Context: an optimization exercise on an open-source flow, tuned for small area. The choices shown serve that exercise and are no tape-out recipe.
The RTL was checked by simulation tests, not by an equivalence proof against the original design.
Power figures rest on the tool's default switching activity, not on a simulated workload.

==> flow/design.v <==
`timescale 1ns / 1ps
module ds_time(
  input        clk, rst,
  output [2:0] pos_prev,      
  output [2:0] pos_now,       
  output reg   started,       
  output       first,         
  output reg [2:0] a5,        
  output       tick,          
  output       tick2,         
  output       upd,           
  output       a_ev,          
  output       b_ev,          
  output       s_ev,          
  output       h_ev,          
  output       bc0            
);
reg [13:0] u;
reg [2:0]  b5;
reg [1:0]  m3;
reg [3:0]  bc;
always @(posedge clk or posedge rst)
  if (rst) begin
    u <= 14'd1023; a5 <= 3'd0; b5 <= 3'd0; m3 <= 2'd0; bc <= 4'd0; started <= 1'b0;
  end else begin
    u  <= u + 14'd1;
    a5 <= (a5 == 3'd4) ? 3'd0 : a5 + 3'd1;
    if (a5 == 3'd4) b5 <= (b5 == 3'd4) ? 3'd0 : b5 + 3'd1;
    m3 <= (m3 == 2'd2) ? 2'd0 : m3 + 2'd1;
    bc <= (bc == 4'd10) ? 4'd0 : bc + 4'd1;
    if (u[10] & u[8]) started <= 1'b1;
  end
assign pos_prev = u[13:11];
assign pos_now  = u[13:11] + {2'b00, &u[10:0]};
assign first    = ~started & (&u[9:0]);
wire   h     = ~u[0] ^ a5[0] ^ b5[0];
assign tick  = ~u[0] & (a5 == 3'd0) & (b5 == 3'd0);
assign tick2 = ~u[0] & (a5 == 3'd2) & (b5 == 3'd0);
assign upd   = h & (b5 == 3'd1);
wire   m14   = (m3 == 2'd2) & (a5 == 3'd4);      
assign a_ev  = m14 & (u[3:0] == 4'd6);
assign s_ev  = m14 & (u[3:0] == 4'd14);
assign h_ev  = m14 & (u[2:0] == 3'd6);
assign b_ev  = (m3 == 2'd0) & (a5 == 3'd0) & (u[3:0] == 4'd15);
assign bc0   = (bc == 4'd0);
endmodule
module ds_btn(
  input      clk, rst, btn,
  output reg o_btn
);
reg [18:0] lf;
reg        sat;
wire hit = (lf == 19'h2b44b);          
wire run = btn & ~rst;
always @(posedge clk)
  if (run) begin
    lf  <= {lf[17:0], ~(lf[18] ^ lf[17] ^ lf[16] ^ lf[13])};
    sat <= sat | hit;
  end else begin
    lf  <= 19'd0;
    sat <= 1'b0;
  end
always @(posedge clk or posedge rst)
  if (rst) o_btn <= 1'b0;
  else if (btn) o_btn <= hit & ~sat;
endmodule
module ds_adc(
  input            clk, rst, sdata,
  input            a_ev, b_ev, s_ev, h_ev, bc0,
  output reg       clk_ad,
  output reg       cs,
  output [7:0]     sample,       
  output reg [7:0] sample_d      
);
reg       clk_r;
reg [3:0] slot;
reg       f1;                     
always @(posedge clk or posedge rst)
  if (rst) begin
    clk_r <= 1'b0; slot <= 4'd0; f1 <= 1'b1; clk_ad <= 1'b1; cs <= 1'b1;
  end else begin
    if (h_ev) clk_r <= ~clk_r;
    if (s_ev) begin
      if (slot == 4'd13) slot <= 4'd0;
      else if (slot == 4'd4) begin
        slot <= f1 ? 4'd5 : 4'd6;
        f1 <= 1'b0;
      end else slot <= slot + 4'd1;
    end
    clk_ad <= ~clk_r;
    if (a_ev & (slot == 4'd0)) cs <= 1'b1;
    else if (a_ev & (slot == 4'd4)) cs <= 1'b0;
  end
wire ad_load  = b_ev & (slot == 4'd0) & ~f1;
wire ad_shift = b_ev & (slot >= 4'd5);
reg [7:0] sr;
always @(posedge clk)
  if (ad_shift) sr <= {sr[6:0], sdata};
reg [1:0] pl;                      
always @(posedge clk or posedge rst)
  if (rst) begin
    pl <= 2'd0; sample_d <= 8'd0;
  end else if (ad_load) pl <= 2'd1;
  else if (bc0) begin
    if (pl == 2'd1) pl <= 2'd2;
    else if (pl == 2'd2) begin
      pl <= 2'd0;
      sample_d <= sr;
    end
  end
assign sample = (pl != 2'd0) ? sr : sample_d;
endmodule
module ds_ow(
  input            clk, rst, bus, tick, tick2, upd, bc0,
  input      [2:0] a5,
  output           pull,
  output reg [3:0] tl,           
  output reg [7:0] th            
);
localparam [4:0] S00 = 5'd0,  S0 = 5'd1,  S1 = 5'd2,  S2 = 5'd3,  S3 = 5'd4,
                 S4 = 5'd5,  S5 = 5'd6,  S6 = 5'd7,  S7 = 5'd8,
                 WR0 = 5'd9, WR00 = 5'd10, WR01 = 5'd11, WR1 = 5'd12,
                 RD0 = 5'd13, RD1 = 5'd14, RD2 = 5'd15, RD3 = 5'd16;
reg [4:0]  st;
reg [5:0]  sp;          
reg        owb;         
reg        pbit;        
reg [1:0]  pt;          
reg        adv;         
reg [4:0]  nst;
reg [19:0] kr;
reg        kc, clr, km;
wire       j0 = (a5 == 3'd0);
wire       cin = j0 | kc;
wire [4:0] ksum = {1'b0, kr[3:0]} + {4'd0, cin};
wire [3:0] knew = upd ? (clr ? 4'd0 : ksum[3:0]) : kr[3:0];
reg [19:0] kw;
always @(*)
  case (st)
    S1:       kw = 20'd501;
    S2:       kw = 20'd101;
    S4:       kw = 20'd401;
    S6:       kw = 20'd750001;
    WR0, WR1: kw = 20'd81;
    RD1:      kw = 20'd11;
    RD3:      kw = 20'd56;
    default:  kw = 20'd0;
  endcase
reg [3:0] kwn;
always @(*)
  case (a5)
    3'd0: kwn = kw[3:0];
    3'd1: kwn = kw[7:4];
    3'd2: kwn = kw[11:8];
    3'd3: kwn = kw[15:12];
    default: kwn = kw[19:16];
  endcase
always @(posedge clk) begin
  kr <= {knew, kr[19:4]};
  kc <= ksum[4];
  km <= (j0 | km) & (&(kr[3:0] | ~kwn));
  if (tick) clr <= adv;
end
wire k501 = km, k101 = km, k401 = km, k81 = km, k11 = km, k56 = km, kend = km;
reg wbit;
always @(*)
  case (sp)
    6'd15, 6'd16, 6'd19, 6'd20, 6'd23, 6'd27,
    6'd32, 6'd33, 6'd36, 6'd37, 6'd39, 6'd40, 6'd41, 6'd42, 6'd43, 6'd45: wbit = 1'b1;
    default: wbit = 1'b0;
  endcase
always @(*) begin
  adv = 1'b1;
  nst = st;
  case (st)
    S00:  nst = S0;
    S0:   nst = S1;
    S1:   begin adv = k501; nst = S2; end
    S2:   begin adv = k101; nst = S3; end
    S3:   nst = bus ? S0 : S4;
    S4:   begin adv = k401; nst = S5; end
    S5:   if (sp == 6'd29) nst = S6;
          else if (sp == 6'd46) nst = S7;
          else nst = wbit ? WR01 : WR0;
    S6:   begin adv = kend | bus; nst = S0; end
    S7:   nst = (sp == 6'd63) ? S0 : RD0;
    WR0:  begin adv = k81; nst = WR00; end
    WR00: nst = S5;
    WR01: nst = WR1;
    WR1:  begin adv = k81; nst = S5; end
    RD0:  nst = RD1;
    RD1:  begin adv = k11; nst = RD2; end
    RD2:  nst = RD3;
    RD3:  begin adv = k56; nst = S7; end
    default: nst = S00;
  endcase
end
always @(posedge clk or posedge rst)
  if (rst) begin
    st <= S00; sp <= 6'd13; owb <= 1'b1;
  end else if (tick) begin
    if (adv) st <= nst;
    case (st)
      S0:   owb <= 1'b0;
      S1:   if (k501) owb <= 1'b1;
      S5:   begin
              sp <= sp + 6'd1;
              if (sp == 6'd29) owb <= 1'b1;
              else if (sp != 6'd46 && wbit) owb <= 1'b0;
            end
      S7:   if (sp == 6'd63) sp <= 6'd13;
            else begin sp <= sp + 6'd1; owb <= 1'b0; end
      WR0:  owb <= k81;
      WR1:  owb <= 1'b1;
      RD1:  owb <= 1'b1;
      default: ;
    endcase
  end
assign pull = ~owb;
wire rd_ev = tick & (st == RD2);
always @(posedge clk)
  if (rd_ev) pbit <= bus;
always @(posedge clk or posedge rst)
  if (rst) pt <= 2'd0;
  else if (rd_ev) pt <= 2'd1;
  else if (bc0) begin
    if (pt == 2'd1) pt <= 2'd2;
    else if (pt == 2'd2) pt <= 2'd0;
  end
wire [3:0] idx = sp[3:0];
wire commit_lo = (pt != 2'd0) & tick2 & (idx[3:2] == 2'd0);
wire commit_hi = (pt == 2'd2) & bc0;
always @(posedge clk or posedge rst)
  if (rst) tl <= 4'hF;
  else if (commit_lo) tl[idx[1:0]] <= pbit;
always @(posedge clk or posedge rst)
  if (rst) th <= 8'h01;
  else if (commit_hi && idx >= 4'd4 && idx <= 4'd11) th[idx - 4'd4] <= pbit;
endmodule
module ds_disp(
  input        clk, rst, btn, started, first,
  input  [2:0] a,
  input  [3:0] tl,
  input  [7:0] th,
  input  [7:0] sample_d,
  output [7:0] seg_out
);
reg flag0, flag1, flag2;
always @(posedge clk or posedge rst)
  if (rst) begin
    flag0 <= 1'b1; flag1 <= 1'b1; flag2 <= 1'b1;
  end else begin
    flag0 <= flag0 ^ btn;
    flag1 <= flag0;
    flag2 <= flag1;
  end
wire [7:0] x = flag2 ? th : ~sample_d;
function [3:0] add3;
  input [3:0] v;
  add3 = (v >= 4'd5) ? v + 4'd3 : v;
endfunction
wire [3:0] d1 = add3({1'b0, x[7:5]});
wire [3:0] d2 = add3({d1[2:0], x[4]});
wire [3:0] d3 = add3({d2[2:0], x[3]});
wire [3:0] d4 = add3({d3[2:0], x[2]});
wire [3:0] d5 = add3({d4[2:0], x[1]});
wire [3:0] e1 = add3({1'b0, d1[3], d2[3], d3[3]});
wire [3:0] e2 = add3({e1[2:0], d4[3]});
wire [3:0] ones = {d5[2:0], x[0]};
wire [3:0] tens = {e2[2:0], d5[3]};
wire [3:0] hund = {2'b00, e1[3], e2[3]};
wire [7:0] fr = {tl, 3'b000} + {2'b00, tl, 1'b0};
wire [3:0] frac = fr[7:4];
reg [3:0] nib;
always @(*)
  if (!started || a[2]) nib = 4'd0;
  else if (flag2)
    case (a[1:0])
      2'd0: nib = frac;
      2'd1: nib = ones;
      2'd2: nib = tens;
      default: nib = hund;
    endcase
  else
    case (a[1:0])
      2'd0: nib = ones;
      2'd1: nib = tens;
      2'd2: nib = hund;
      default: nib = 4'd0;
    endcase
reg [6:0] seg;
always @(*)
  case (nib)
    4'h0: seg = 7'h40;
    4'h1: seg = 7'h79;
    4'h2: seg = 7'h24;
    4'h3: seg = 7'h30;
    4'h4: seg = 7'h19;
    4'h5: seg = 7'h12;
    4'h6: seg = 7'h02;
    4'h7: seg = 7'h78;
    4'h8: seg = 7'h00;
    4'h9: seg = 7'h10;
    4'hA: seg = 7'h7E;
    4'hB: seg = 7'h7D;
    4'hC: seg = 7'h7B;
    4'hD: seg = 7'h77;
    4'hE: seg = 7'h6F;
    default: seg = 7'h5F;
  endcase
wire dp = flag1 & (a == 3'd1);
assign seg_out = first ? 8'hFF : {~dp, seg};
endmodule
module ds18b20_light(clk,rst,ds18b20_in,ds18b20_pull,the_btn,SEG7_SEG,SEG7_SEL,ADC549_DATA,ADC549_CLK,ADC549_CS_N,led);
input  clk,rst,the_btn,ADC549_DATA;
input  ds18b20_in;      
output ds18b20_pull;    
output ADC549_CLK,ADC549_CS_N;
output [7:0] led;
output [7:0] SEG7_SEG;
output [3:0] SEG7_SEL;
wire [2:0] pos_prev, pos_now;
wire started, first, tick, tick2, upd, a_ev, b_ev, s_ev, h_ev, bc0;
wire [2:0] a5;
ds_time tm(.clk(clk), .rst(rst), .pos_prev(pos_prev), .pos_now(pos_now), .started(started),
  .first(first), .a5(a5), .tick(tick), .tick2(tick2), .upd(upd), .a_ev(a_ev), .b_ev(b_ev), .s_ev(s_ev), .h_ev(h_ev), .bc0(bc0));
assign SEG7_SEL = (pos_now == 3'd0) ? 4'b1110 :
                  (pos_now == 3'd1) ? 4'b1101 :
                  (pos_now == 3'd2) ? 4'b1011 :
                  (pos_now == 3'd3) ? 4'b0111 : 4'b1111;
wire o_btn;
ds_btn bt(.clk(clk), .rst(rst), .btn(the_btn), .o_btn(o_btn));
wire [7:0] sample, sample_d;
ds_adc ad(.clk(clk), .rst(rst), .sdata(ADC549_DATA), .a_ev(a_ev), .b_ev(b_ev), .s_ev(s_ev),
  .h_ev(h_ev), .bc0(bc0), .clk_ad(ADC549_CLK), .cs(ADC549_CS_N), .sample(sample), .sample_d(sample_d));
wire [7:0] change = ~sample;
assign led = rst ? 8'h00 :
             (change > 8'hDF) ? 8'hFF :
             (change > 8'hBF) ? 8'h7F :
             (change > 8'h9F) ? 8'h3F :
             (change > 8'h7F) ? 8'h1F :
             (change > 8'h5F) ? 8'h0F :
             (change > 8'h3F) ? 8'h07 :
             (change > 8'h1F) ? 8'h03 :
             (change > 8'h02) ? 8'h01 : 8'h00;
wire [3:0] tl;
wire [7:0] th;
ds_ow ow(.clk(clk), .rst(rst), .bus(ds18b20_in), .tick(tick), .tick2(tick2), .upd(upd), .a5(a5), .bc0(bc0),
  .pull(ds18b20_pull), .tl(tl), .th(th));
ds_disp dsp(.clk(clk), .rst(rst), .btn(o_btn), .started(started), .first(first), .a(pos_prev),
  .tl(tl), .th(th), .sample_d(sample_d), .seg_out(SEG7_SEG));
endmodule
==> flow/run.sh <==
#!/bin/bash
# synth_recipe.tcl (not shown) runs the flow's synth.tcl, then flattens the netlist and writes it again
# the make line also repeats each setting of config.mk as NAME=value (left out here)
make -C /OpenROAD-flow-scripts/flow DESIGN_CONFIG=/design/flow/config.mk WORK_HOME=/design/flow/orfs CLKGATE_MAP_FILE= SYNTH_SCRIPT=/design/flow/synth_recipe.tcl finish
==> flow/config.mk <==
export PLATFORM = sky130hd
export DESIGN_NAME = ds18b20_light
export DESIGN_NICKNAME = ds18b20_light
export VERILOG_FILES = /design/flow/design.v
export SDC_FILE = /design/flow/constraint.sdc
export NUM_CORES = 4
export LEC_CHECK = 0
export CAP_MARGIN = 20
export CORE_MARGIN = 2
export CORE_UTILIZATION = 40
export SLEW_MARGIN = 20
==> flow/constraint.sdc <==
create_clock -name core_clock -period 20.0 [get_ports {clk}]
set_input_delay 4.0000 -clock core_clock [delete_from_list [all_inputs] [get_ports {clk}]]
set_output_delay 4.0000 -clock core_clock [all_outputs]
set_load 0.01 [all_outputs]
==> impl_metrics.yaml, run 1 <==
run_status:
  status: "no timing/DRC/antenna violations"
synth:
  synth_top_area_share: 0.1584
  synth_edf_count: 10
  synthTopCellsByArea: "dfrtp_1 (16%), dfxtp_1 (11%), ha_1 (8.7%), dfstp_2 (8.3%), edfxtp_1 (3.8%)"
  synth.yosys.seq_area_share: 0.3859
  synth-seq-cells: 127
  yosys_warnings: 5
  yosysTopAreaCell: "dfrtp_1"
  synthFlopType: "dfrtp_1"
  async_flop_share: 0.5906
  synthesis.nets: 917
  yosysUniqueCellTypes: 93
  synth.avg_cell_area_um2: 9.231
  netlist_instances: 856
  mappedNetlistArea_um2: 7901
setup_path:
  critPathCaptureType: "output port"
  critPathKind: "reg -> out"
  arrival_ns: 8.48
  r2r-start: "tm.a5[0]"
  cp-startpoint: "dsp.flag2"
  path_delay_family: "simple AND/OR/NAND/NOR gates"
  crit_required_ns: 16.00
  cpMostUsedCell: "ha_1"
  critPathSlowestCell: "dfstp_2"
  crit_fanout: 32
  cpPeakStageDelay_ns: 0.89
  cp_num_cells: 33
  startpoint_type: "flip-flop"
  path_buf_inv: 2
  rr_worst_depth: 8
cts:
  cts.repair.resized: 0
  cts_tree: "yes"
  clock_path_buffers: 2
  cts_buffers: 17
  clock_latency_ns: 0.42
  cts.sinks: 127
  htree_levels: 4
  cts_setup_buffers: 0
  clk_pin_slew_ns: 0.06
  root_buffer: "clkbuf_16"
  cts_hold_buf: 0
finish:
  drive_gt1_frac: 0.1309
  num_antenna_cells: 0
  syn_to_final_growth_pct: 14.22
  num-nets-final: 943
  nFillCells: 1912
  fin_area_um2: 9025
timing:
  setup_viol: 0
  hold_viol_final: 0
  drv_slew: 0
  max_slew.worst_pin.slew_ns: 0.9659
  min_period_over_period: 0.6239
  setup_tns_ns: 0
  rsz0062_at_grt: "no"
  fin_crit_ns: 12.48
  max_freq_ghz: 0.08015
  slew_headroom: 0.3547
  fin_skew_ns: 0.008978
die:
  dieHeight_um: 144.5
  dieWidth_um: 144.5
  rows: 51
  dieArea_um2: 20890
  core_area_um2: 19400
  io-pin-count: 28
  initial_core_util: 0.4073
grt:
  grt_pass1_wl_um: 27920
  antenna_found_initial: 0
  busiest_layer: "met2"
  grt_use_met1: 0.2454
  gr-usage-met2: 0.2489
  track_usage: 0.1676
  grt_max_degree: 77
  met3_usage: 0.03444
  grt_overflow: 0
  grt_pass1_vias: 5694
hold_path:
  hold_depth: 0
  hold_path_class: "reg -> reg"
  worstHoldStart: "ow.kr[14]"
placed_design:
  place_area_um2: 8431
  dp_hpwl_um: 11900
  numPortBuffers: 27
  routabilityCongestion: 0.8453
drt:
  ant_nets: 0
  firstDrtPassIters: 5
  drc: 0
  vias: 6176
  drtIter0Drc: 465
  wl_per_cell_um: 14.29
  route.final.wire_length_um: 16560
  vias_per_cell: 5.329
run:
  cap_violations: 0
power:
  peakVddDrop_mv: 0.05118
  leakagePower_nw: 3.804
  pwr_density_cell_nw_per_um2: 83.50
-- registers in the layout, summed over array words and instances, names as in the netlist, 3 cells and up --
name / count
bt.lf: 19
ow.st: 5
ad.slot: 4
tm.a5: 3
ow.sp: 6
tm.b5: 3
ad.sr: 8
ow.th: 8
ow.kr: 20
tm.u: 14
ow.tl: 4
ad.sample_d: 8
tm.bc: 4
-- synth_stat cells (4+ instances only) --
| cell | count |
|---|---|
| nand2_1 | 73 |
| nor2_1 | 65 |
| ha_1 | 55 |
| o21ai_0 | 53 |
| a21oi_1 | 51 |
| inv_1 | 51 |
| dfrtp_1 | 50 |
| dfxtp_1 | 42 |
| and2_1 | 27 |
| dfstp_2 | 25 |
| nand3_1 | 23 |
| xnor2_1 | 21 |
| nand2b_1 | 20 |
| nor2b_1 | 19 |
| nor3_1 | 19 |
| clkbuf_1 | 18 |
| mux2_2 | 17 |
| o31ai_1 | 12 |
| xor2_1 | 12 |
| mux2i_1 | 11 |
| o211ai_1 | 11 |
| a21o_1 | 10 |
| edfxtp_1 | 10 |
| nor4_1 | 9 |
| a211oi_1 | 8 |
| a31oi_1 | 8 |
| or3_1 | 8 |
| and3_1 | 7 |
| nand4_1 | 7 |
| nand3b_1 | 6 |
| nor3b_1 | 5 |
| a21oi_2 | 4 |
| nand4b_1 | 4 |
| o21a_1 | 4 |
| o21ai_1 | 4 |
| o21bai_1 | 4 |
| o22ai_1 | 4 |
-- cells by family (layout without fill, tap and decap cells) --
logic type,Yosys count,after routing,synth area share
simple gates,317,317,0.2135
flops,127,127,0.3859
xor+xnor,35,35,0.04070
compound gates,215,215,0.1905
fa+ha+maj,56,56,0.08963
buf+inv,76,114,0.03737
mux,30,30,0.04244
-- routing by layer --
layer  vias up  routed length (um)
met2        94                7405
met3        11                 521
met1      2948                8490
li1       3123                   -
met5         -                   0
met4         0                 145
-- report_power, final --
group | leakage, nW | internal [mW] | switching, mW
clock | 0.297 | 0.188 | 0.119
combinational | 2.16 | 0.0705 | 0.111
sequential | 1.35 | 0.261 | 0.00435
total | 3.80 | 0.519 | 0.235
-- worst paths after layout --
| path | endpoint | slack (ns) |
|---|---|---|
| min in group asynchronous | ad.slot[1] | 4.31 |
| worst min-delay path | ow.kr[10] | 0.32 |
| worst max-delay path | SEG7_SEG[3] | 7.52 |
| max in group asynchronous | ow.st[1] | 15.06 |
| worst min register to register | ow.kr[10] | 0.32 |
| worst max register to register | ad.sample_d[2] | 17.19 |
-- placed cells by master (no fill, tap or decap), types with 9 or more instances in the layout --
master           instances
o31ai_1                 12
nand3_1                 23
mux2i_1                 11
a21o_1                  10
dfrtp_1                 50
o211ai_1                11
xor2_1                  12
ha_1                    55
inv_1                   50
dfstp_2                 25
nor4_1                   9
clkdlybuf4s50_1         27
o21ai_0                 53
nor3_1                  19
mux2_2                  17
xnor2_1                 21
nand2b_1                20
a21oi_1                 51
dfxtp_1                 42
nor2_1                  65
edfxtp_1                10
nand2_1                 73
and2_1                  27
clkbuf_16               19
nor2b_1                 19
-- stage by stage --
step | power [mW] | worst slack (ns) | utilization | hold slack [ns] | cells
final | 0.7536 | 7.523 | 0.4652 | 0.3244 | 1159
after detailed placement | 0.4484 | 8.012 | 0.4346 | 0.3132 | 1128
after global placement | 0.4483 | 8.165 | 0.4346 | 0.3101 | 1128
after floorplan | 0.4152 | 9.454 | - | 0.3096 | 856
after CTS | 0.7601 | 7.520 | 0.4652 | 0.3270 | 1159
after global routing | 0.7953 | 6.762 | 0.4652 | 0.3341 | 1159
-- area by class of cell --
cell class | count | area, um2 | area share
clock inverter | 12 | 118.9 | 0.01317
timing repair buffer | 30 | 292.8 | 0.03244
tap | 265 | 331.6 | 0.03674
sequential | 127 | 3049 | 0.3379
inverter | 53 | 200.2 | 0.02218
clock buffer | 19 | 475.5 | 0.05268
multi-input combinational | 653 | 4557 | 0.5049
==> run 2: changes to the inputs <==
--- a/flow/config.mk
+++ b/flow/config.mk
@@ -8,4 +8,5 @@
 export CAP_MARGIN = 20
 export CORE_MARGIN = 2
 export CORE_UTILIZATION = 40
+export CTS_BUF_LIST = sky130_fd_sc_hd__clkbuf_4
 export SLEW_MARGIN = 20
==> run 2 against run 1 <==
Compared with the run above:
- clock power is 38% lower
- critical endpoint unchanged
- non-clock buffer count is the same
- critical path type unchanged
- routed wire length shrank 1.0%
==> impl_metrics.yaml, run 2 <==
finish:
  seqCellArea_um2: 3049
  top_register: "ow.kr"
  num-nets-final: 943
  final_cell_mix: "nand2_1 (73), nor2_1 (65), ha_1 (55), o21ai_0 (53), a21oi_1 (51)"
  top_regs: "ow.kr x20, bt.lf x19, tm.u x14"
  largest_register_ffs: 20
  nFillCells: 1949
  final_common_cell: "nand2_1"
  multi_input_area_um2: 4557
  drive_gt1_frac: 0.1309
  syn_to_final_growth_pct: 10.61
  final_core_util: 0.4505
drt:
  firstDrtPassIters: 5
  drtIter0Drc: 522
  wl_per_cell_um: 14.14
  drc: 0
  route.final.wire_length_um: 16400
  ant_nets: 0
  vias: 6158
  vias_per_cell: 5.309
hold_path:
  worstHoldStart: "ow.kr[6]"
  hold_path_class: "reg -> reg"
  hold_depth: 0
  min_to: "ow.kr[2]"
cts:
  cts.repair.resized: 0
  root_buffer: "clkbuf_4"
  cts_hold_buf: 0
  cts_setup_buffers: 0
  clk_pin_slew_ns: 0.11
  cts_buffers: 17
  clock_latency_ns: 0.54
  cts_tree: "yes"
  cts.sinks: 127
  clock_path_buffers: 2
  htree_levels: 4
setup_path:
  cpPeakStageDelay_ns: 0.91
  critPathKind: "reg -> out"
  crit_fanout: 32
  startpoint_type: "flip-flop"
  r2r-start: "tm.a5[0]"
  rrSetupSlack_ns: 17.18
  cpMostUsedCell: "ha_1"
  reg2reg_to: "ad.sample_d[2]"
  critPathCaptureType: "output port"
  arrival_ns: 8.62
  critPathSlowestCell: "dfstp_2"
  crit_required_ns: 16.00
  rr_worst_depth: 8
run:
  cap_violations: 0
synth:
  synth_top_area_share: 0.1584
  synthFlopType: "dfrtp_1"
  synth_edf_count: 10
  synth.avg_cell_area_um2: 9.231
  synthTopCellsByCount: "nand2_1 (73), nor2_1 (65), ha_1 (55)"
  synth-seq-cells: 127
  netlist_instances: 856
  yosysUniqueCellTypes: 93
  async_flop_share: 0.5906
  synthTopCellsByArea: "dfrtp_1 (16%), dfxtp_1 (11%), ha_1 (8.7%), dfstp_2 (8.3%), edfxtp_1 (3.8%)"
  yosys_warnings: 5
  synthesis.nets: 917
  mappedNetlistArea_um2: 7901
  yosysTopAreaCell: "dfrtp_1"
  yosysMostFrequentCell: "nand2_1"
  synth.yosys.seq_area_share: 0.3859
grt:
  grt_pass1_wl_um: 27610
  antenna_found_initial: 1
  grt_pass1_vias: 5678
  grt_max_degree: 77
  track_usage: 0.1651
  grt_overflow: 0
timing:
  slew_headroom: 0.3576
  fin_skew_ns: 0.01179
  max_freq_ghz: 0.07921
  rsz0062_at_grt: "no"
  min_period_over_period: 0.6312
  setup_tns_ns: 0
  fin_crit_ns: 12.62
  max_slew.worst_pin.slew_ns: 0.9616
  setup_viol: 0
  drv_slew: 0
  fin_ws_ns: 7.376
  hold_viol_final: 0
power:
  leakagePower_nw: 3.677
  peakVddDrop_mv: 0.04505
  pwr_density_cell_nw_per_um2: 73.01
die:
  core_area_um2: 19400
  rows: 51
  dieWidth_um: 144.5
  initial_core_util: 0.4073
  dieHeight_um: 144.5
  dieArea_um2: 20890
  io-pin-count: 28
placed_design:
  place_ws_ns: 8.012
  routabilityCongestion: 0.8453
  dp_hpwl_um: 11900
  numPortBuffers: 27
run_status:
  status: "no timing/DRC/antenna violations"
-- run 2: cell counts after synthesis --
Identical to the previous run, type by type.
-- run 2: power breakdown --
part / leakage, nW / internal [mW] / switching, mW
sequential: 1.35 / 0.261 / 0.00436
clock: 0.169 / 0.0887 / 0.103
combinational: 2.16 / 0.0705 / 0.111
-- run 2: how the worst max path moves through the flow --
| stage | from | to | slack, ns | cells past startpoint |
|---|---|---|---|---|
| after floorplan | ad.sample_d[7] | SEG7_SEG[3] | 9.45 | 32 |
| after global placement | dsp.flag2 | SEG7_SEG[3] | 8.17 | 33 |
| after detailed placement | dsp.flag2 | SEG7_SEG[3] | 8.01 | 33 |
| after CTS | dsp.flag2 | SEG7_SEG[3] | 7.35 | 33 |
| after global routing | dsp.flag2 | SEG7_SEG[3] | 6.58 | 33 |
| final | dsp.flag2 | SEG7_SEG[3] | 7.38 | 33 |
-- run 2: layer usage --
| layer | GRT usage | vias to the layer above | routed length [um] |
|---|---|---|---|
| met5 | 0 | - | 0 |
| met3 | 0.03278 | 16 | 539 |
| met1 | 0.2423 | 2922 | 8326 |
| met4 | 0.04854 | 0 | 174 |
| met2 | 0.2457 | 99 | 7356 |
| li1 | - | 3121 | - |
-- run 2: per-stage QoR --
| step | instances | hold WS [ns] | instance area, um2 | total power, mW |
|---|---|---|---|---|
| finish | 1160 | 0.3378 | 8740 | 0.6381 |
| global route | 1160 | 0.3462 | 8740 | 0.6783 |
| CTS | 1159 | 0.3410 | 8737 | 0.6430 |
| detailed placement | 1128 | 0.3132 | 8431 | 0.4484 |
| global placement | 1128 | 0.3101 | 8431 | 0.4483 |
| floorplan | 856 | 0.3096 | 7901 | 0.4152 |
-- run 2: critical path: cells and delay by family (launching register included) --
kind                     cells  cell delay, ns
XOR/XNOR                     4            1.03
AND/OR/NAND/NOR             13            2.43
flip-flops                   1            0.91
buffers and inverters        2            0.70
AO/OA/AOI/OAI                9            1.46
adder cells (fa/ha/maj)      5            1.49
-- run 2: cell families (layout without fill, tap and decap cells) --
logic type,after synthesis,in the layout,synth area share
and+or+nand+nor,317,317,0.2135
AOI/OAI and AO/OA,215,215,0.1905
DFF,127,127,0.3859
buffers and inverters,76,114,0.03737
adders and majority gates,56,56,0.08963
xor gates and xnor gates,35,35,0.04070
muxes,30,30,0.04244
other,0,1,0
-- run 2: layout make-up --
class	instances	share of cell area
timing repair buffer	30	0.03350
clock buffer	17	0.01460
clock inverter	14	0.02047
sequential	127	0.3489
antenna	1	0.0002863
inverter	53	0.02291
multi-input combinational	653	0.5214
tap	265	0.03794
==> run 3: changes to the inputs <==
--- a/flow/config.mk
+++ b/flow/config.mk
@@ -7,6 +7,8 @@
 export LEC_CHECK = 0
 export CAP_MARGIN = 20
 export CORE_MARGIN = 2
-export CORE_UTILIZATION = 40
-export CTS_BUF_LIST = sky130_fd_sc_hd__clkbuf_4
+export CORE_UTILIZATION = 60
+export CTS_BUF_LIST = sky130_fd_sc_hd__clkbuf_8
+export CTS_CLUSTER_DIAMETER = 150
+export CTS_CLUSTER_SIZE = 40
 export SLEW_MARGIN = 20
==> run 3 against run 2 <==
Compared with the run above:
- non-clock buffer count down 1
- die area down 33%
- critical endpoint unchanged
- combinational power about the same
- worst setup slack worse by 0.080 ns
- largest power group unchanged
==> impl_metrics.yaml, run 3 <==
cts:
  cts_tree: "yes"
  cts.sinks: 127
  cts.repair.resized: 0
  clk_pin_slew_ns: 0.09
  cts_hold_buf: 0
  root_buffer: "clkbuf_8"
  clock_latency_ns: 0.46
  cts_buffers: 17
  clock_path_buffers: 2
  cts_setup_buffers: 0
  htree_levels: 4
synth:
  yosysUniqueCellTypes: 93
  yosysMostFrequentCell: "nand2_1"
  yosys_warnings: 5
  synth.avg_cell_area_um2: 9.231
  synthTopCellsByCount: "nand2_1 (73), nor2_1 (65), ha_1 (55)"
  mappedNetlistArea_um2: 7901
  synthesis.nets: 917
  async_flop_share: 0.5906
  synth-seq-cells: 127
  synth_edf_count: 10
  synth.yosys.seq_area_share: 0.3859
  synth_top_area_share: 0.1584
  synthTopCellsByArea: "dfrtp_1 (16%), dfxtp_1 (11%), ha_1 (8.7%), dfstp_2 (8.3%), edfxtp_1 (3.8%)"
  netlist_instances: 856
  synthFlopType: "dfrtp_1"
  yosysTopAreaCell: "dfrtp_1"
placed_design:
  place_area_um2: 8305
  numPortBuffers: 27
  dp_hpwl_um: 12580
  routabilityCongestion: 0.8990
grt:
  antenna_found_initial: 0
  grt_max_degree: 76
  grt_pass1_wl_um: 29260
  grt_overflow: 0
  track_usage: 0.2545
  grt_pass1_vias: 6125
timing:
  max_slew.worst_pin.slew_ns: 1.011
  hold_viol_final: 0
  drv_slew: 0
  fin_crit_ns: 12.70
  rsz0062_at_grt: "no"
  slew_headroom: 0.3197
  setup_viol: 0
  max_freq_ghz: 0.07871
  fin_skew_ns: 0.007601
  setup_tns_ns: 0
  min_period_over_period: 0.6352
die:
  dieArea_um2: 14100
  dieHeight_um: 118.8
  core_area_um2: 12720
  io-pin-count: 28
  rows: 41
  initial_core_util: 0.6211
  dieWidth_um: 118.8
finish:
  num_antenna_cells: 0
  top_regs: "ow.kr x20, bt.lf x19, tm.u x14"
  final_core_util: 0.6859
  top_register: "ow.kr"
  drive_gt1_frac: 0.1309
  fin_area_um2: 8726
  num-nets-final: 942
  final_cell_mix: "nand2_1 (73), nor2_1 (65), ha_1 (55), o21ai_0 (53), a21oi_1 (51)"
  syn_to_final_growth_pct: 10.44
  largest_register_ffs: 20
  final_common_cell: "nand2_1"
  nFillCells: 1046
power:
  peakVddDrop_mv: 0.07483
  pwr_density_cell_nw_per_um2: 78.46
  leakagePower_nw: 3.721
setup_path:
  rrSetupSlack_ns: 16.93
  critPathCaptureType: "output port"
  startpoint_type: "flip-flop"
  reg2reg_to: "ow.th[4]"
  arrival_ns: 8.70
  critPathKind: "reg -> out"
  crit_fanout: 32
  critPathSlowestCell: "dfstp_2"
  rr_worst_depth: 7
  cpMostUsedCell: "ha_1"
  cpPeakStageDelay_ns: 0.88
  r2r-start: "tm.bc[1]"
  crit_required_ns: 16.00
drt:
  vias_per_cell: 5.961
  firstDrtPassIters: 5
  wl_per_cell_um: 16.33
  route.final.wire_length_um: 17410
  vias: 6354
  drc: 0
  drtIter0Drc: 533
  ant_nets: 0
run_status:
  status: "no timing/DRC/antenna violations"
hold_path:
  hold_path_class: "reg -> reg"
  hold_depth: 0
  worstHoldStart: "ow.kr[10]"
  min_to: "ow.kr[6]"
run:
  cap_violations: 0
==> run 3: cell counts after synthesis <==
Identical to the previous run, type by type.
==> run 3: metrics by stage <==
| stage | cells | hold slack (ns) | setup slack [ns] | power [mW] |
|---|---|---|---|---|
| floorplan | 856 | 0.3096 | 9.454 | 0.4152 |
| global placement | 1034 | 0.3107 | 8.208 | 0.4459 |
| detailed placement | 1034 | 0.3121 | 7.913 | 0.4494 |
| CTS | 1066 | 0.3329 | 7.334 | 0.6889 |
| global route | 1066 | 0.3384 | 6.673 | 0.7200 |
| finish | 1066 | 0.3267 | 7.296 | 0.6846 |
==> run 3: layout make-up <==
| cell class | count | area, um2 | area share |
|---|---|---|---|
| inverter | 53 | 198.9 | 0.02280 |
| clock inverter | 15 | 186.4 | 0.02137 |
| sequential | 127 | 3049 | 0.3494 |
| clock buffer | 17 | 234.0 | 0.02681 |
| multi-input combinational | 653 | 4557 | 0.5222 |
| timing repair buffer | 29 | 285.3 | 0.03269 |
| tap | 172 | 215.2 | 0.02466 |
==> run 3: cell families after synthesis <==
logic type | count (synthesis) | synth area share
adder cells (fa/ha/maj) | 56 | 0.08963
AND/OR/NAND/NOR | 317 | 0.2135
XOR/XNOR | 35 | 0.04070
AO/OA/AOI/OAI | 215 | 0.1905
multiplexers | 30 | 0.04244
buffers and inverters | 76 | 0.03737
flip-flops | 127 | 0.3859
==> run 3: where the power goes <==
group	internal (mW)	switching, mW	total [mW]
sequential	0.260	0.00406	0.264
combinational	0.0705	0.113	0.183
clock	0.118	0.119	0.237
total	0.449	0.236	0.685
==> run 3: layer usage <==
metal	global-route usage	wire (um)
met2	0.4084	8254
met5	0	0
met3	0.05647	668
met4	0.06994	229
met1	0.3476	8255
==> run 3: worst max path at each step <==
stage              startpoint           to  slack, ns
2_1_floorplan  ad.sample_d[7]  SEG7_SEG[3]       9.45
3_3_place_gp        dsp.flag2  SEG7_SEG[3]       8.21
3_5_place_dp        dsp.flag2  SEG7_SEG[3]       7.91
4_1_cts             dsp.flag2  SEG7_SEG[3]       7.33
5_1_grt             dsp.flag2  SEG7_SEG[3]       6.67
6_report            dsp.flag2  SEG7_SEG[3]       7.30
==> run 3: critical path, delay by kind of cell (launching register included) <==
family | cells | cell delay [ns]
simple gates | 13 | 2.45
compound gates | 9 | 1.57
fa+ha+maj | 5 | 1.55
xor+xnor | 4 | 1.10
flops | 1 | 0.88
buf+inv | 2 | 0.71
==> run 4: changes to the inputs <==
==> flow/flow/run.sh (new file) <==
#!/bin/bash
# Layout: the standard ORFS flow with two changes:
#  * ports are buffered with sky130_fd_sc_hd__buf_1 (the smallest buffer)
#  * CTS uses clkbuf_8 and inserts no dummy loads
# make's full output goes to make.log; each ORFS step logs under orfs/logs.
set -euo pipefail
CTS="-sink_clustering_enable -repair_clock_nets -dont_use_dummy_load -buf_list sky130_fd_sc_hd__clkbuf_8"
BUF="-buffer_cell sky130_fd_sc_hd__buf_1"
export CTS_ARGS="$CTS" BUFFER_PORTS_ARGS="$BUF"
bash standard.sh "CTS_ARGS=$CTS" "BUFFER_PORTS_ARGS=$BUF" finish > make.log 2>&1
==> flow/standard.sh (new file) <==
#!/bin/bash
# synth_recipe.tcl (not shown) runs the flow's synth.tcl, then flattens the netlist and writes it again
# the make line also repeats each setting of config.mk as NAME=value (left out here)
make -C /OpenROAD-flow-scripts/flow DESIGN_CONFIG=/design/flow/config.mk WORK_HOME=/design/flow/orfs CLKGATE_MAP_FILE= SYNTH_SCRIPT=/design/flow/synth_recipe.tcl "${@:-finish}"
--- a/flow/config.mk
+++ b/flow/config.mk
@@ -7,8 +7,5 @@
 export LEC_CHECK = 0
 export CAP_MARGIN = 20
 export CORE_MARGIN = 2
-export CORE_UTILIZATION = 60
-export CTS_BUF_LIST = sky130_fd_sc_hd__clkbuf_8
-export CTS_CLUSTER_DIAMETER = 150
-export CTS_CLUSTER_SIZE = 40
+export CORE_UTILIZATION = 40
 export SLEW_MARGIN = 20
removed: flow/run.sh
==> run 4 against run 3 <==
Compared with the run above:
- final cell count grew 7.4%
- synthesized cell count is the same
- routed wire length shrank 7.5%
- clock-buffer cell count is the same
- final area shrank 2.6%
- combinational power shrank 2%
- synthesized area is the same
- critical path depth is the same
- clock power shrank 34%
- sequential power is essentially flat
- first-iteration DRC count shrank 23%
==> impl_metrics.yaml, run 4 <==
run_status:
  status: "no timing/DRC/antenna violations"
timing:
  fin_ws_ns: 7.909
  fin_skew_ns: 0.01510
  fin_crit_ns: 12.09
  max_freq_ghz: 0.08270
  rsz0062_at_grt: "no"
  setup_viol: 0
  hold_viol_final: 0
  min_period_over_period: 0.6046
  max_slew.worst_pin.slew_ns: 0.9511
  hold_ws_ns: 0.3307
  setup_tns_ns: 0
  drv_slew: 0
  slew_headroom: 0.3659
die:
  initial_core_util: 0.4073
  dieWidth_um: 144.5
  dieHeight_um: 144.5
  io-pin-count: 28
  dieArea_um2: 20890
  core_area_um2: 19400
  rows: 51
synth:
  synthFlopType: "dfrtp_1"
  yosysUniqueCellTypes: 93
  yosys_warnings: 5
  synth_top_area_share: 0.1584
  yosysMostFrequentCell: "nand2_1"
  yosys.area_share.simple: 0.2135
  synthesis.nets: 917
  mappedNetlistArea_um2: 7901
  synth-seq-cells: 127
  synth_xor_area_frac: 0.04070
  async_flop_share: 0.5906
  synthMuxAreaShare: 0.04244
  synth_compound_gate_area_share: 0.1905
  netlist_instances: 856
  synthTopCellsByCount: "nand2_1 (73), nor2_1 (65), ha_1 (55)"
  synthTopCellsByArea: "dfrtp_1 (16%), dfxtp_1 (11%), ha_1 (8.7%), dfstp_2 (8.3%), edfxtp_1 (3.8%)"
  synth_top_family_by_area: "simple AND/OR/NAND/NOR gates"
  synth.avg_cell_area_um2: 9.231
  synth_edf_count: 10
  yosys.area_share.adder: 0.08963
  yosysTopAreaCell: "dfrtp_1"
  synth.yosys.seq_area_share: 0.3859
hold_path:
  worstHoldStart: "ow.kr[6]"
  hold_path_class: "reg -> reg"
finish:
  syn_to_final_growth_pct: 7.522
  drive_gt1_frac: 0.1170
  num-nets-final: 943
  final_common_cell: "nand2_1"
  multi_input_area_um2: 4557
  seqCellArea_um2: 3049
  nFillCells: 1961
  top_regs: "ow.kr x20, bt.lf x19, tm.u x14"
  final_core_util: 0.4380
  largest_register_ffs: 20
  top_register: "ow.kr"
  final_cell_mix: "nand2_1 (73), nor2_1 (65), ha_1 (55), o21ai_0 (53), a21oi_1 (51)"
  num_antenna_cells: 0
grt:
  grt_overflow: 0
  grt_pass1_wl_um: 27350
  grt_max_degree: 77
  antenna_found_initial: 0
  track_usage: 0.1615
  grt_pass1_vias: 5708
cts:
  cts_tree: "yes"
  clk_pin_slew_ns: 0.07
  cts_buffers: 17
  root_buffer: "clkbuf_8"
  cts_hold_buf: 0
  cts_setup_buffers: 0
  htree_levels: 4
  clock_path_buffers: 2
  clock_latency_ns: 0.42
  cts.sinks: 127
  cts.repair.resized: 0
power:
  comb_power_share: 0.298
  peakVddDrop_mv: 0.04983
  p_switching_mw: 0.1970
  seq_power_share: 0.441
  p_int_mw: 0.4042
  switching_share: 0.3276
  clockPowerShare: 0.261
  pwr_density_cell_nw_per_um2: 70.77
  leakagePower_nw: 3.557
placed_design:
  numPortBuffers: 27
  routabilityCongestion: 0.8609
  dp_hpwl_um: 11830
  place_ws_ns: 8.379
setup_path:
  r2r-start: "tm.a5[0]"
  cpPeakStageDelay_ns: 0.88
  cp-startpoint: "dsp.flag2"
  crit_fanout: 32
  crit_required_ns: 16.00
  critPathSlowestCell: "dfstp_2"
  critPathKind: "reg -> out"
  critPathCaptureType: "output port"
  startpoint_type: "flip-flop"
  arrival_ns: 8.09
  cpMostUsedCell: "ha_1"
drt:
  drc: 0
  vias_per_cell: 5.299
  ant_nets: 0
  wl_per_cell_um: 14.06
  drtIter0Drc: 409
  firstDrtPassIters: 5
  vias: 6067
  route.final.wire_length_um: 16090
run:
  cap_violations: 0
-- run 4: metrics by stage --
step | instance area (um2) | std cells | total power, mW
2_1_floorplan | 7901 | 856 | 0.4152
3_3_place_gp | 8262 | 1128 | 0.4464
3_5_place_dp | 8262 | 1128 | 0.4457
4_1_cts | 8496 | 1145 | 0.6072
5_1_grt | 8496 | 1145 | 0.6378
6_report | 8496 | 1145 | 0.6012
-- run 4: kinds of logic after synthesis --
logic type                 Yosys count
AOI/OAI and AO/OA                  215
xor gates and xnor gates            35
adders and majority gates           56
and+or+nand+nor                    317
DFF                                127
buffers and inverters               76
muxes                               30
-- run 4: power groups by stage --
stage          clock (mW)  combinational [mW]  sequential (mW)
2_1_floorplan           0               0.149            0.266
5_1_grt             0.175               0.197            0.266
4_1_cts             0.165               0.177            0.265
3_5_place_dp            0               0.176            0.270
3_3_place_gp            0               0.176            0.270
6_report            0.157               0.179            0.265
-- run 4: layout make-up --
cell class,instances,area share
inverter,53,0.02356
tap,265,0.03903
sequential,127,0.3589
multi-input combinational,653,0.5364
timing repair buffer,30,0.01458
clock buffer,17,0.02754
-- run 4: critical path: cells and delay by family, from the launching register on --
family | cells | cell delay, ns
buf+inv | 2 | 0.32
xor+xnor | 4 | 1.07
flops | 1 | 0.88
fa+ha+maj | 5 | 1.50
simple gates | 13 | 2.44
compound gates | 9 | 1.47
-- run 4: layer usage --
metal / share of wire / global-route usage / vias to the layer above
li1: - / - / 3099
met1: 0.51 / 0.2314 / 2852
met2: 0.45 / 0.2507 / 95
met3: 0.031 / 0.03113 / 21
met4: 0.012 / 0.04139 / 0
met5: 0 / 0 / -
-- run 4: worst paths after layout --
kind / to / slack (ns) / depth (start not counted)
worst min-delay path: ow.kr[2] / 0.33 / 0
max in group asynchronous: ad.sample_d[2] / 15.44 / 3
worst max-delay path: SEG7_SEG[3] / 7.91 / 33
worst max register to register: ad.sample_d[6] / 17.20 / 8
min in group asynchronous: bt.o_btn / 3.94 / 3
worst min register to register: ow.kr[2] / 0.33 / 0
==> run 5: changes to the inputs <==
==> flow/flow/run.sh (replaced) <==
#!/bin/bash
# Layout: the standard ORFS flow (standard.sh) with these changes:
#  * synthesis maps the logic with an area-oriented ABC script
#    (flow/abc_area.script, used through a copy of ORFS's scripts folder;
#    registers are mapped by the standard steps and left as they are)
#  * ports are buffered with sky130_fd_sc_hd__buf_1
#  * CTS uses clkbuf_8 and inserts no dummy loads
# make's full output goes to make.log; each ORFS step logs under orfs/logs.
set -euo pipefail
here=$(pwd)
rm -rf "$here/scripts_area"
cp -r "$FLOW_HOME/scripts" "$here/scripts_area"
cp "$here/flow/abc_area.script" "$here/scripts_area/abc_area.script"
CTS="-sink_clustering_enable -repair_clock_nets -dont_use_dummy_load -buf_list sky130_fd_sc_hd__clkbuf_8"
BUF="-buffer_cell sky130_fd_sc_hd__buf_1"
export CTS_ARGS="$CTS" BUFFER_PORTS_ARGS="$BUF"
bash standard.sh "SCRIPTS_DIR=$here/scripts_area" "ABC_AREA=1" "CTS_ARGS=$CTS" "BUFFER_PORTS_ARGS=$BUF" finish > make.log 2>&1
==> flow/flow/abc_area.script (new file) <==
strash
&get -n
&deepsyn -T 20
&put
&get -n
&dch
&nf -R 1000
&put
topo
==> run 5 against run 4 <==
Compared with the run above:
- still clean
- final cell count decreased by 16%
- sequential share of layout area increased by 5.9 points
- worst setup slack improved by 0.77 ns
- routed wire length decreased by 17%
- sequential power about the same
- global-route usage decreased by 0.16 points
- die area decreased by 15%
- register-to-register slack got worse by 0.16 ns
- critical path depth decreased by 3
- power decreased by 4.4%
- critical path type unchanged
==> impl_metrics.yaml, run 5 <==
synth:
  synth_edf_count: 10
  synth_top_area_share: 0.1877
  synth-seq-cells: 127
  yosys.area_share.adder: 0.1062
  synthMuxAreaShare: 0.02946
  yosys_warnings: 5
  synth_compound_gate_area_share: 0.1511
  synthTopCellsByCount: "nor2_1 (61), nand2_1 (58), ha_1 (55)"
  synth_xor_area_frac: 0.03941
  synthesis.nets: 753
  yosys.area_share.simple: 0.1867
  netlist_instances: 692
  synth.yosys.seq_area_share: 0.4573
  synth_top_family_by_area: "simple AND/OR/NAND/NOR gates"
  synthTopCellsByArea: "dfrtp_1 (19%), dfxtp_1 (13%), ha_1 (10%), dfstp_2 (9.9%), edfxtp_1 (4.5%)"
  async_flop_share: 0.5906
  synth.avg_cell_area_um2: 9.635
  yosysTopAreaCell: "dfrtp_1"
  synthFlopType: "dfrtp_1"
  mappedNetlistArea_um2: 6668
  yosysUniqueCellTypes: 56
  yosysMostFrequentCell: "nor2_1"
drt:
  drc: 0
  ant_nets: 0
  firstDrtPassIters: 5
  wl_per_cell_um: 13.92
  vias_per_cell: 5.292
  vias: 5070
  route.final.wire_length_um: 13340
  drtIter0Drc: 219
finish:
  num_antenna_cells: 0
  final_common_cell: "nor2_1"
  top_register: "ow.kr"
  final_cell_mix: "nor2_1 (61), nand2_1 (58), ha_1 (55), a21oi_1 (53), clkinv_1 (52)"
  largest_register_ffs: 20
  top_regs: "ow.kr x20, bt.lf x19, tm.u x14"
  instances_no_fill: 958
  syn_to_final_growth_pct: 9.383
  num-nets-final: 801
  drive_gt1_frac: 0.06098
placed_design:
  numPortBuffers: 27
  place_ws_ns: 9.201
  dp_cells: 940
  dp_hpwl_um: 9889
  routabilityCongestion: 0.8663
setup_path:
  path_delay_family: "simple AND/OR/NAND/NOR gates"
  crit_required_ns: 16.00
  critPathCaptureType: "output port"
  critPathSlowestCell: "dfstp_2"
  startpoint_type: "flip-flop"
  cpPeakStageDelay_ns: 0.72
  rrSetupSlack_ns: 17.04
  critPathKind: "reg -> out"
  path_buf_inv: 4
  crit_fanout: 20
  cpMostUsedCell: "ha_1"
  arrival_ns: 7.32
grt:
  gr-usage-met2: 0.2712
  met3_usage: 0.03995
  antenna_found_initial: 0
  grt_pass1_vias: 5021
  track_usage: 0.1599
  grt_use_met1: 0.2029
  grt_max_degree: 39
  grt_overflow: 0
  busiest_layer: "met2"
  grt_pass1_wl_um: 23340
die:
  initial_core_util: 0.4049
  rows: 47
  io-pin-count: 28
  core_area_um2: 16470
  dieHeight_um: 133.1
  dieArea_um2: 17720
  dieWidth_um: 133.1
cts:
  cts_buffers: 17
  cts_hold_buf: 0
  clock_path_buffers: 2
  cts_setup_buffers: 0
  clock_latency_ns: 0.42
  cts.repair.resized: 0
  clk_pin_slew_ns: 0.06
  root_buffer: "clkbuf_8"
  cts.sinks: 127
  htree_levels: 4
  cts_tree: "yes"
run:
  cap_violations: 0
timing:
  fin_skew_ns: 0.02614
  slew_headroom: 0.4493
  max_freq_ghz: 0.08831
  min_period_over_period: 0.5662
  max_slew.worst_pin.slew_ns: 0.8243
  fin_crit_ns: 11.32
  fin_ws_ns: 8.676
  hold_viol_final: 0
  rsz0062_at_grt: "no"
  setup_viol: 0
  drv_slew: 0
  setup_tns_ns: 0
power:
  peakVddDrop_mv: 0.05976
  leakagePower_nw: 3.054
  pwr_density_cell_nw_per_um2: 78.85
hold_path:
  hold_path_class: "reg -> reg"
run_status:
  status: "no timing/DRC/antenna violations"
## run 5: cell count changes in the layout (fill, tap and decap cells not counted), sizes merged, moves of 10 or more
cell / delta
clkinv: +51
inv: -51
o21ai: -20
nand2: -16
nand2b: -11
nor3: -10
o211ai: -10
## run 5: final timing paths
kind | start | depth (start not counted) | end
max | dsp.flag2 | 30 | SEG7_SEG[3]
max reg2reg | tm.a5[0] | 8 | ad.slot[3]
min in group asynchronous | rst | 2 | bt.o_btn
max in group asynchronous | rst | 3 | ad.f1
min reg2reg | ow.kr[18] | 0 | ow.kr[14]
min | ow.kr[18] | 0 | ow.kr[14]
## run 5: layout make-up
type	count	area [um2]
fillers	1576	9173
multi-input cells	512	3420
flip-flops and latches	127	3049
well taps	220	275.3
clock buffers	17	234.0
inverters	53	198.9
repair buffers	29	116.4
## run 5: per-stage QoR
step | total power [mW] | hold WS [ns] | utilization | instance area (um2)
global route | 0.6152 | 0.3305 | 0.4429 | 7293
floorplan | 0.3925 | 0.3096 | - | 6668
finish | 0.5750 | 0.3262 | 0.4429 | 7293
detailed placement | 0.4226 | 0.3121 | 0.4283 | 7052
CTS | 0.5791 | 0.3285 | 0.4425 | 7286
global placement | 0.4130 | 0.3100 | 0.4283 | 7052
## run 5: kinds of logic after synthesis
kind of cell / count (synthesis)
AO/OA/AOI/OAI: 162
XOR/XNOR: 30
adder cells (fa/ha/maj): 56
buffers and inverters: 53
flip-flops: 127
multiplexers: 18
AND/OR/NAND/NOR: 246
## run 5: worst reg2reg max path: stages (launching register included)
cell and delay, ns:
dfrtp_1 0.44, clkinv_1 0.10, ha_1 0.31, and2_0 0.47, nand3_1 0.13, nor3b_1 0.71, nand3_1 0.32, o21ai_0 0.28
o41ai_1 0.12
## run 5: power by group
group	total [mW]	switching [mW]	internal [mW]
Combinational	0.157	0.0982	0.0585
Clock	0.155	0.0803	0.0746
Sequential	0.263	0.00261	0.261
Total	0.575	0.181	0.394
## run 5: routing by layer
| layer | vias up | part of all wire | wire (um) |
|---|---|---|---|
| li1 | 2544 | - | - |
| met1 | 2432 | 0.47 | 6255 |
| met2 | 82 | 0.49 | 6553 |
| met3 | 12 | 0.028 | 378 |
| met4 | 0 | 0.011 | 150 |
| met5 | - | 0 | 0 |
==> run 6: changes to the inputs <==
--- a/flow/design.v
+++ b/flow/design.v
@@ -117,17 +117,15 @@
   output reg [3:0] tl,           
   output reg [7:0] th            
 );
-localparam [4:0] S00 = 5'd0,  S0 = 5'd1,  S1 = 5'd2,  S2 = 5'd3,  S3 = 5'd4,
-                 S4 = 5'd5,  S5 = 5'd6,  S6 = 5'd7,  S7 = 5'd8,
-                 WR0 = 5'd9, WR00 = 5'd10, WR01 = 5'd11, WR1 = 5'd12,
-                 RD0 = 5'd13, RD1 = 5'd14, RD2 = 5'd15, RD3 = 5'd16;
-reg [4:0]  st;
+localparam [3:0] S00 = 4'd0, S1 = 4'd1, S2 = 4'd2, S4 = 4'd3, S5 = 4'd4, S6 = 4'd5,
+                 S7 = 4'd6, WR0 = 4'd7, WR1 = 4'd8, RD1 = 4'd9, RD3 = 4'd10;
+reg [3:0]  st;
 reg [5:0]  sp;          
 reg        owb;         
 reg        pbit;        
 reg [1:0]  pt;          
 reg        adv;         
-reg [4:0]  nst;
+reg [3:0]  nst;
 reg [19:0] kr;
 reg        kc, clr, km;
 wire       j0 = (a5 == 3'd0);
@@ -137,14 +135,15 @@
 reg [19:0] kw;
 always @(*)
   case (st)
-    S1:       kw = 20'd501;
-    S2:       kw = 20'd101;
-    S4:       kw = 20'd401;
-    S6:       kw = 20'd750001;
-    WR0, WR1: kw = 20'd81;
-    RD1:      kw = 20'd11;
-    RD3:      kw = 20'd56;
-    default:  kw = 20'd0;
+    S1:      kw = 20'd502;
+    S2:      kw = 20'd102;
+    S4:      kw = 20'd401;
+    S6:      kw = 20'd750001;
+    WR0:     kw = 20'd81;
+    WR1:     kw = 20'd82;
+    RD1:     kw = 20'd12;
+    RD3:     kw = 20'd57;
+    default: kw = 20'd0;
   endcase
 reg [3:0] kwn;
 always @(*)
@@ -161,7 +160,6 @@
   km <= (j0 | km) & (&(kr[3:0] | ~kwn));
   if (tick) clr <= adv;
 end
-wire k501 = km, k101 = km, k401 = km, k81 = km, k11 = km, k56 = km, kend = km;
 reg wbit;
 always @(*)
   case (sp)
@@ -173,25 +171,19 @@
   adv = 1'b1;
   nst = st;
   case (st)
-    S00:  nst = S0;
-    S0:   nst = S1;
-    S1:   begin adv = k501; nst = S2; end
-    S2:   begin adv = k101; nst = S3; end
-    S3:   nst = bus ? S0 : S4;
-    S4:   begin adv = k401; nst = S5; end
+    S00:  nst = S1;
+    S1:   begin adv = km; nst = S2; end
+    S2:   begin adv = km; nst = bus ? S1 : S4; end
+    S4:   begin adv = km; nst = S5; end
     S5:   if (sp == 6'd29) nst = S6;
           else if (sp == 6'd46) nst = S7;
-          else nst = wbit ? WR01 : WR0;
-    S6:   begin adv = kend | bus; nst = S0; end
-    S7:   nst = (sp == 6'd63) ? S0 : RD0;
-    WR0:  begin adv = k81; nst = WR00; end
-    WR00: nst = S5;
-    WR01: nst = WR1;
-    WR1:  begin adv = k81; nst = S5; end
-    RD0:  nst = RD1;
-    RD1:  begin adv = k11; nst = RD2; end
-    RD2:  nst = RD3;
-    RD3:  begin adv = k56; nst = S7; end
+          else nst = wbit ? WR1 : WR0;
+    S6:   begin adv = km | bus; nst = S1; end
+    S7:   nst = (sp == 6'd63) ? S1 : RD1;
+    WR0:  begin adv = owb & ~clr; nst = S5; end
+    WR1:  begin adv = km; nst = S5; end
+    RD1:  begin adv = km; nst = RD3; end
+    RD3:  begin adv = km; nst = S7; end
     default: nst = S00;
   endcase
 end
@@ -201,8 +193,8 @@
   end else if (tick) begin
     if (adv) st <= nst;
     case (st)
-      S0:   owb <= 1'b0;
-      S1:   if (k501) owb <= 1'b1;
+      S1:   if (clr) owb <= 1'b0;
+            else if (km) owb <= 1'b1;
       S5:   begin
               sp <= sp + 6'd1;
               if (sp == 6'd29) owb <= 1'b1;
@@ -210,14 +202,15 @@
             end
       S7:   if (sp == 6'd63) sp <= 6'd13;
             else begin sp <= sp + 6'd1; owb <= 1'b0; end
-      WR0:  owb <= k81;
-      WR1:  owb <= 1'b1;
-      RD1:  owb <= 1'b1;
+      WR0:  if (clr) owb <= 1'b0;
+            else if (km) owb <= 1'b1;
+      WR1:  if (!clr) owb <= 1'b1;
+      RD1:  if (!clr) owb <= 1'b1;
       default: ;
     endcase
   end
 assign pull = ~owb;
-wire rd_ev = tick & (st == RD2);
+wire rd_ev = tick & (st == RD3) & clr;
 always @(posedge clk)
   if (rd_ev) pbit <= bus;
 always @(posedge clk or posedge rst)
==> flow/flow/run.sh (replaced) <==
#!/bin/bash
# Layout: the standard ORFS flow (standard.sh) with these changes:
#  * synthesis maps the logic with an area-oriented ABC script
#    (flow/abc_area.script, used through a copy of ORFS's scripts folder)
#    and without the adder extraction step (ADDER_MAP_FILE empty), so ABC
#    also optimises the counters; registers are mapped by the standard
#    steps and left as they are
#  * ports are buffered with sky130_fd_sc_hd__buf_1
#  * CTS uses clkbuf_8 and inserts no dummy loads
# make's full output goes to make.log; each ORFS step logs under orfs/logs.
set -euo pipefail
here=$(pwd)
rm -rf "$here/scripts_area"
cp -r "$FLOW_HOME/scripts" "$here/scripts_area"
cp "$here/flow/abc_area.script" "$here/scripts_area/abc_area.script"
CTS="-sink_clustering_enable -repair_clock_nets -dont_use_dummy_load -buf_list sky130_fd_sc_hd__clkbuf_8"
BUF="-buffer_cell sky130_fd_sc_hd__buf_1"
export CTS_ARGS="$CTS" BUFFER_PORTS_ARGS="$BUF"
bash standard.sh "SCRIPTS_DIR=$here/scripts_area" "ABC_AREA=1" "ADDER_MAP_FILE=" \
  "CTS_ARGS=$CTS" "BUFFER_PORTS_ARGS=$BUF" finish > make.log 2>&1
==> flow/flow/abc_area.script (replaced) <==
strash
&get -n
&deepsyn -T 30
&put
dch
amap
strash
dch
amap
topo
==> run 6 against run 5 <==
Compared with the run above:
- clock power about the same
- global-route usage up 0.26 points
- final area down 16%
==> impl_metrics.yaml, run 6 <==
run_status:
  status: "no timing/DRC/antenna violations"
setup_path:
  crit_fanout: 10
  r2r-start: "tm.u[0]"
  critPathCaptureType: "output port"
  arrival_ns: 6.12
  startpoint_type: "flip-flop"
  critPathKind: "reg -> out"
  cp-startpoint: "dsp.flag2"
  crit_required_ns: 16.00
grt:
  grt_pass1_vias: 4256
  grt_pass1_wl_um: 19480
  grt_max_degree: 78
  antenna_found_initial: 0
  track_usage: 0.1625
  grt_overflow: 0
cts:
  cts_tree: "yes"
  cts_setup_buffers: 0
  htree_levels: 4
  cts_buffers: 17
  cts_hold_buf: 0
  root_buffer: "clkbuf_8"
  cts.repair.resized: 0
  clock_latency_ns: 0.42
  clock_path_buffers: 2
  cts.sinks: 126
  clk_pin_slew_ns: 0.08
placed_design:
  numPortBuffers: 27
  dp_cells: 843
  dp_hpwl_um: 8174
  routabilityCongestion: 0.8794
  place_area_um2: 5866
synth:
  async_flop_share: 0.5873
  synth_top_area_share: 0.2215
  yosysUniqueCellTypes: 42
  synthesis.nets: 644
  yosysTopAreaCell: "dfrtp_1"
  synthFlopType: "dfrtp_1"
  mappedNetlistArea_um2: 5537
  synth.avg_cell_area_um2: 8.664
  synth_edf_count: 10
  synthTopCellsByCount: "nor2_1 (139), clkinv_1 (92), dfrtp_1 (49)"
  yosysMostFrequentCell: "nor2_1"
  yosys_warnings: 5
  netlist_instances: 639
  synthTopCellsByArea: "dfrtp_1 (22%), dfxtp_1 (15%), dfstp_2 (12%), nor2_1 (9.4%), clkinv_1 (6.2%)"
  synth-seq-cells: 126
  synth.yosys.seq_area_share: 0.5462
finish:
  final_common_cell: "nor2_1"
  drive_gt1_frac: 0.06579
  largest_register_ffs: 20
  syn_to_final_growth_pct: 10.26
  instances_no_fill: 860
  num-nets-final: 691
  final_cell_mix: "nor2_1 (139), clkinv_1 (91), dfrtp_1 (49), nand2_1 (47), dfxtp_1 (42)"
  fin_area_um2: 6105
  num_antenna_cells: 0
  top_register: "ow.kr"
  top_regs: "ow.kr x20, bt.lf x19, tm.u x14"
  final_core_util: 0.4556
power:
  seq_power_share: 0.616
  clockPowerShare: 0.369
  peakVddDrop_mv: 0.03903
  pwr_density_cell_nw_per_um2: 68.23
  p_int_mw: 0.3325
  leakagePower_nw: 2.273
  comb_power_share: 0.015
  switching_share: 0.2018
  p_switching_mw: 0.08407
timing:
  drv_slew: 0
  setup_tns_ns: 0
  max_slew.worst_pin.slew_ns: 0.9386
  slew_headroom: 0.3743
  setup_viol: 0
  max_freq_ghz: 0.09884
  rsz0062_at_grt: "no"
  fin_crit_ns: 10.12
  hold_ws_ns: 0.3105
  fin_skew_ns: 0.02662
  min_period_over_period: 0.5059
  hold_viol_final: 0
die:
  rows: 42
  dieHeight_um: 121.7
  initial_core_util: 0.4132
  dieArea_um2: 14800
  io-pin-count: 28
  core_area_um2: 13400
  dieWidth_um: 121.7
hold_path:
  hold_path_class: "reg -> reg"
  worstHoldStart: "ow.kr[16]"
drt:
  vias_per_cell: 5.223
  ant_nets: 0
  wl_per_cell_um: 12.87
  firstDrtPassIters: 5
  route.final.wire_length_um: 11070
  vias: 4492
  drc: 0
  drtIter0Drc: 251
run:
  cap_violations: 0
run 6: power groups by stage:
stage / sequential (mW) / clock (mW) / combinational, mW
2_1_floorplan: 0.261 / 0 / 0.00410
3_3_place_gp: 0.261 / 0 / 0.00625
3_5_place_dp: 0.261 / 0 / 0.00644
4_1_cts: 0.257 / 0.160 / 0.00643
5_1_grt: 0.257 / 0.173 / 0.00719
6_report: 0.257 / 0.154 / 0.00612
run 6: final timing paths:
path | endpoint | cells after the start | slack, ns
hold / removal | ow.kr[12] | 0 | 0.31
hold reg to reg | ow.kr[12] | 0 | 0.31
setup reg to reg | tm.u[13] | 14 | 17.13
setup / recovery | SEG7_SEG[3] | 26 | 9.88
min in group asynchronous | ad.sample_d[7] | 3 | 3.88
max in group asynchronous | tm.bc[2] | 3 | 15.50
run 6: final cells by class:
class                           instances  area [um2]
Inverter                               92       345.3
Clock buffer                           17       234.0
Fill cell                            1329        7296
Sequential cell                       126        3024
Timing Repair Buffer                   28       108.9
Multi-Input combinational cell        421        2172
Tap cell                              176       220.2
run 6: metal layers:
metal  global-route usage  vias up  part of all wire
li1                     -     2293                 -
met1               0.2178     2092              0.48
met2               0.2623       95              0.47
met3              0.03464       12             0.036
met4              0.05603        0             0.011
met5                    0        -                 0
run 6: critical path, cell delays in order, from the launching register on:
cell      delay (ns)
dfstp_2         0.63
clkinv_1        0.27
o22ai_1         0.38
clkinv_1        0.15
nand2_1         0.14
clkinv_1        0.11
nor4_1          0.39
nor2_1          0.12
o22ai_1         0.32
o21ai_0         0.22
nor2b_1         0.20
nor2_1          0.23
clkinv_1        0.17
o22ai_1         0.26
nor2_1          0.08
o21ai_0         0.28
clkinv_1        0.17
nand2_1         0.09
a31oi_1         0.08
nor3_1          0.37
nand2b_1        0.16
nand2_1         0.14
nor2_1          0.05
o21ai_0         0.22
nor2b_1         0.20
o21bai_1        0.13
buf_1           0.16
run 6: logic make-up (layout without fill, tap and decap cells):
group                  Yosys count  in the layout  synth area share
AND/OR/NAND/NOR                268            268            0.2124
AO/OA/AOI/OAI                  153            153            0.1790
flip-flops                     126            126            0.5462
buffers and inverters           92            137           0.06237
run 6: stage by stage:
| step | total power [mW] | worst slack, ns |
|---|---|---|
| floorplan | 0.2656 | 9.055 |
| global placement | 0.2677 | 10.12 |
| detailed placement | 0.2679 | 10.04 |
| CTS | 0.4233 | 9.949 |
| global route | 0.4365 | 9.145 |
| finish | 0.4165 | 9.883 |

## port drivers added, routing unchanged
The flow's constraints put no driver on any port. The routed layouts listed below were extracted and timed again, unchanged, in two steps.
Step 1 assumes that a clkbuf_16 drives the clock port and a buf_2 every other input.
Step 2 moves the port delays by t, midway between the first and last clock arrival at a register: inputs arrive t later, outputs are due t later. That takes back most of the time a late clock gives input paths.
a / b / c = no drivers / after step 1 / after step 2; a / b = the first two.
run | t (ns) | setup slack, ns | worst setup path after step 2 | worst register clock-pin slew, ns | worst data-port slew with drivers (ns)
run 1 | 0.455 | 7.523 / 7.483 / 7.938 | register to output | 0.06 / 0.06 | 0.03
run 2 | 0.570 | 7.376 / 7.341 / 7.911 | register to output | 0.12 / 0.12 | 0.03
run 3 | 0.489 | 7.296 / 7.259 / 7.748 | register to output | 0.09 / 0.09 | 0.04
run 4 | 0.451 | 7.909 / 7.874 / 8.325 | register to output | 0.08 / 0.08 | 0.03
run 5 | 0.445 | 8.676 / 8.640 / 9.085 | register to output | 0.08 / 0.08 | 0.03
run 6 | 0.438 | 9.883 / 9.850 / 10.109 | input to output | 0.08 / 0.08 | 0.03
After both steps every run listed still meets setup and hold.
